From an optimization exercise on the open Yosys and OpenROAD flow, aimed at a short achievable clock period and few clock cycles; shortcuts taken in it are not production practice. Only simulation tests tie the RTL to the original design; equivalence was not proved. Power figures rest on the tool's default switching activity, not on a simulated workload.

==> flow/design.v (excerpt) <==
module core (
    input  logic CLK, RST_N,
    input  logic Empty, Full,
    input  logic [7:0] fifo_data_out,
    output logic RE_fifo, WE_fifo,
    output logic [7:0] fifo_data_in
);
Size in the first run: about 14,000 cells after synthesis, roughly 4,300 flip-flops.
==> flow/config.mk <==
export PLATFORM = sky130hd
export DESIGN_NAME = core
export DESIGN_NICKNAME = core
export VERILOG_FILES = /design/flow/design.v
export SDC_FILE = /design/flow/constraint.sdc
export NUM_CORES = 4
export LEC_CHECK = 0
export ABC_CLOCK_PERIOD_IN_PS = 4000
export CAP_MARGIN = 20
export CORE_MARGIN = 2
export CORE_UTILIZATION = 40
export PLACE_DENSITY = 0.55
export SLEW_MARGIN = 20
==> flow/constraint.sdc <==
create_clock -name core_clock -period 14.5 [get_ports {CLK}]
set_input_delay 2.9000 -clock core_clock [delete_from_list [all_inputs] [get_ports {CLK}]]
set_output_delay 2.9000 -clock core_clock [all_outputs]
set_load 0.01 [all_outputs]
standard.sh (not shown) runs the stock make flow with config.mk's settings and CLKGATE_MAP_FILE= SYNTH_SCRIPT=/design/flow/synth_recipe.tcl, a recipe that flattens the netlist after the stock synthesis.
==> flow/flow/run.sh <==
#!/bin/bash
# The standard layout, with timing repair asked to leave 8.5 ns of setup slack
# at the design's 14.5 ns clock, so that the layout is optimised for speed,
# and with Full and WE_fifo placed next to each other.
set -euo pipefail
export SETUP_SLACK_MARGIN=8.5
export IO_CONSTRAINTS="$PWD/flow/io.tcl"
bash standard.sh > standard_make.log 2>&1
==> flow/flow/io.tcl <==
# Keep Full and WE_fifo side by side: WE_fifo is Full gated by one register,
# and this input-to-output path sets the clock period.
set_io_pin_constraint -group -order -pin_names {Full WE_fifo}
Testbench counts at the start, summed over its fixed seeds: cycles 35,171.
Rerun with:
--- a/flow/design.v
+++ b/flow/design.v
@@ -191,87 +191,79 @@
         if (ex_sr)   ex_res = ex_res | sr_r;
         if (ex_xor)  ex_res = ex_res | (ex_a ^ ex_b);
         if (ex_or)   ex_res = ex_res | (ex_a | ex_b);
         if (ex_and)  ex_res = ex_res | (ex_a & ex_b);
         if (ex_link) ex_res = ex_res | {22'd0, ex_pcn, 2'b00};
         if (ex_ld)   ex_res = ex_res | ld_val;
     end
     localparam int QD = 8;
     logic [7:0] oq [0:QD-1];
     logic [3:0] oq_cnt;
-    logic       oq_ne, oq_full, oq_pop, oq_push, wr_direct, oq_blk;
-    logic [3:0] pre_cnt;
+    logic       oq_ne, oq_full, oq_pop, oq_push, wr_direct;
     logic u_rd, u_wr, ex_stall, adv, redirect;
     logic [6:0] rtgt;
     assign u_rd      = ex_v & ex_ld & ex_uart;
     assign u_wr      = ex_v & ex_st & ex_uart;
     assign oq_ne     = (oq_cnt != 4'd0);
     assign oq_full   = (oq_cnt == 4'(QD));
-    assign oq_blk    = pend_v & ~cgot_q & (pre_cnt == 4'd0);
-    assign oq_pop    = pdone & oq_ne & ~oq_blk & ~Full;
+    assign oq_pop    = pdone & oq_ne & ~Full;
     assign wr_direct = u_wr & ~pend_v & pdone & ~oq_ne & ~Full;
-    assign oq_push   = u_wr & ~wr_direct & ~oq_full;
-    assign ex_stall  = (u_rd & pend_v) | (u_wr & oq_full) | (ex_v & ex_st & ex_im & ~ldone);
+    assign oq_push   = u_wr & ~pend_v & ~wr_direct & ~oq_full;
+    assign ex_stall  = (u_rd & pend_v) | (u_wr & (pend_v | oq_full)) | (ex_v & ex_st & ex_im & ~ldone);
     assign adv       = ~ex_stall;
     assign ex_fwd    = ex_v & ex_wen & ~(ex_ld & ex_uart);
     assign redirect  = ex_v & (ex_jalr | (ex_br & (taken ^ ex_pred)));
     assign rtgt      = ex_jalr ? sum[8:2] : taken ? ex_tgt : ex_pcn[6:0];
     logic       re_q, we_q;
     logic [7:0] dout_q;
     assign RE_fifo      = re_q;
     assign WE_fifo      = we_q & ~Full;
     assign fifo_data_in = dout_q;
-    logic       cgot_n, pend_v_n, oq_blk_n, ex_v_n, ex_st_n, ex_ld_n, ex_uart_n;
+    logic       cgot_n, pend_v_n, ex_v_n, ex_st_n, ex_ld_n, ex_uart_n;
     logic [7:0] ex_sd7_n;
-    logic [3:0] oq_cnt_n, pre_cnt_n;
+    logic [3:0] oq_cnt_n;
     logic [7:0] oq_n [0:QD-1];
     assign lre_n     = lre_q & ((pcnt_n < 9'd8) || ({1'b0, pcnt_n} < lim));
     assign cgot_n    = re_q & ~lre_q & ~Empty;
     assign pend_v_n  = (pend_v & ~cgot_q) | (u_rd & ~pend_v);
-    assign pre_cnt_n = (u_rd & ~pend_v) ? oq_cnt - {3'd0, oq_pop} :
-                       (pre_cnt != 4'd0) ? pre_cnt - {3'd0, oq_pop} : pre_cnt;
-    assign oq_blk_n  = pend_v_n & ~cgot_n & (pre_cnt_n == 4'd0);
     assign oq_cnt_n  = oq_cnt + {3'd0, oq_push} - {3'd0, oq_pop};
     assign ex_v_n    = adv ? (id_v & ~redirect & ~hz) : ex_v;
     assign ex_st_n   = adv ? d_st : ex_st;
     assign ex_ld_n   = adv ? d_ld : ex_ld;
     assign ex_uart_n = adv ? (maddr[9:2] == 8'hff) : ex_uart;
     assign ex_sd7_n  = adv ? r2[7:0] : ex_sd[7:0];
     always_comb begin
         for (int i = 0; i < QD; i++) begin
             if (oq_push && 4'(i) == oq_cnt - {3'd0, oq_pop})
                 oq_n[i] = ex_sd[7:0];
             else if (oq_pop && i < QD - 1)
                 oq_n[i] = oq[i + 1];
             else
                 oq_n[i] = oq[i];
         end
     end
     always_ff @(posedge CLK or negedge RST_N) begin
         if (!RST_N) begin
             cgot_q <= 1'b0;
             pend_v <= 1'b0;
-            pre_cnt <= 4'd0;
             pend_rd <= 5'd0;
             oq_cnt <= 4'd0;
             re_q   <= 1'b1;
             we_q   <= 1'b0;
             dout_q <= 8'd0;
         end else begin
             cgot_q <= cgot_n;
             pend_v <= pend_v_n;
-            pre_cnt <= pre_cnt_n;
             if (u_rd & ~pend_v) pend_rd <= ex_rd;
             oq_cnt <= oq_cnt_n;
-            re_q   <= lre_n | (((pend_v_n & (pre_cnt_n == 4'd0)) | (ex_v_n & ex_ld_n & ex_uart_n & (oq_cnt_n == 4'd0)))
-                               & ~cgot_n & ~lre_n);
-            we_q   <= ~lre_n & (((oq_cnt_n != 4'd0) & ~oq_blk_n) | (ex_v_n & ex_st_n & ex_uart_n & ~pend_v_n));
+            re_q   <= lre_n | ((pend_v_n | (ex_v_n & ex_ld_n & ex_uart_n)) & ~cgot_n & ~lre_n & (oq_cnt_n == 4'd0));
+            we_q   <= ~lre_n & ((oq_cnt_n != 4'd0) | (ex_v_n & ex_st_n & ex_uart_n & ~pend_v_n));
             dout_q <= (oq_cnt_n != 4'd0) ? oq_n[0] : ex_sd7_n;
         end
     end
     always_ff @(posedge CLK) begin
         for (int i = 0; i < QD; i++)
             oq[i] <= oq_n[i];
     end
     always_ff @(posedge CLK or negedge RST_N) begin
         if (!RST_N) begin
             pc_q    <= 7'h40;
The changed run finished clean. Clock power stays flat. Setup slack is better by 0.037 ns. Critical path depth shrinks by 5. Sequential cell count shrinks by 4. Design area barely changes. Maximum frequency grows by 0.61%.
Testbench counts after the change, summed over its fixed seeds: cycles 35,627.

## separate check: timing with driven ports
The flow's constraints put no driver on any port. The routed layouts listed below were extracted and timed again, unchanged, in two steps.
Step 1 assumes that a clkbuf_16 drives the clock port and a buf_2 every other input.
Step 2 adds t to the input delays and takes it off the output delays; t is the mean of the earliest and latest rising clock arrival at the registers after step 1. Input paths then give back, and output paths get back, about the clock's delay inside the block.
Three values: no drivers, after step 1, after step 2; two values: the first two.
run	t, ns	slack for setup (ns)	worst hold slack (ns)	latest minus earliest clock arrival (ns)	pins driven straight from the clock port
the first run	1.163	8.363 / 8.350 / 7.588	0.474 / 0.474 / 0.474	0.157 / 0.157	1
the second run	1.138	8.400 / 8.355 / 7.626	0.480 / 0.480 / 0.480	0.139 / 0.139	1
After both steps every run listed still meets setup and hold. For the first run, which loses most, drivers alone change the setup slack by -0.013 ns; drivers and shift together by -0.775 ns.
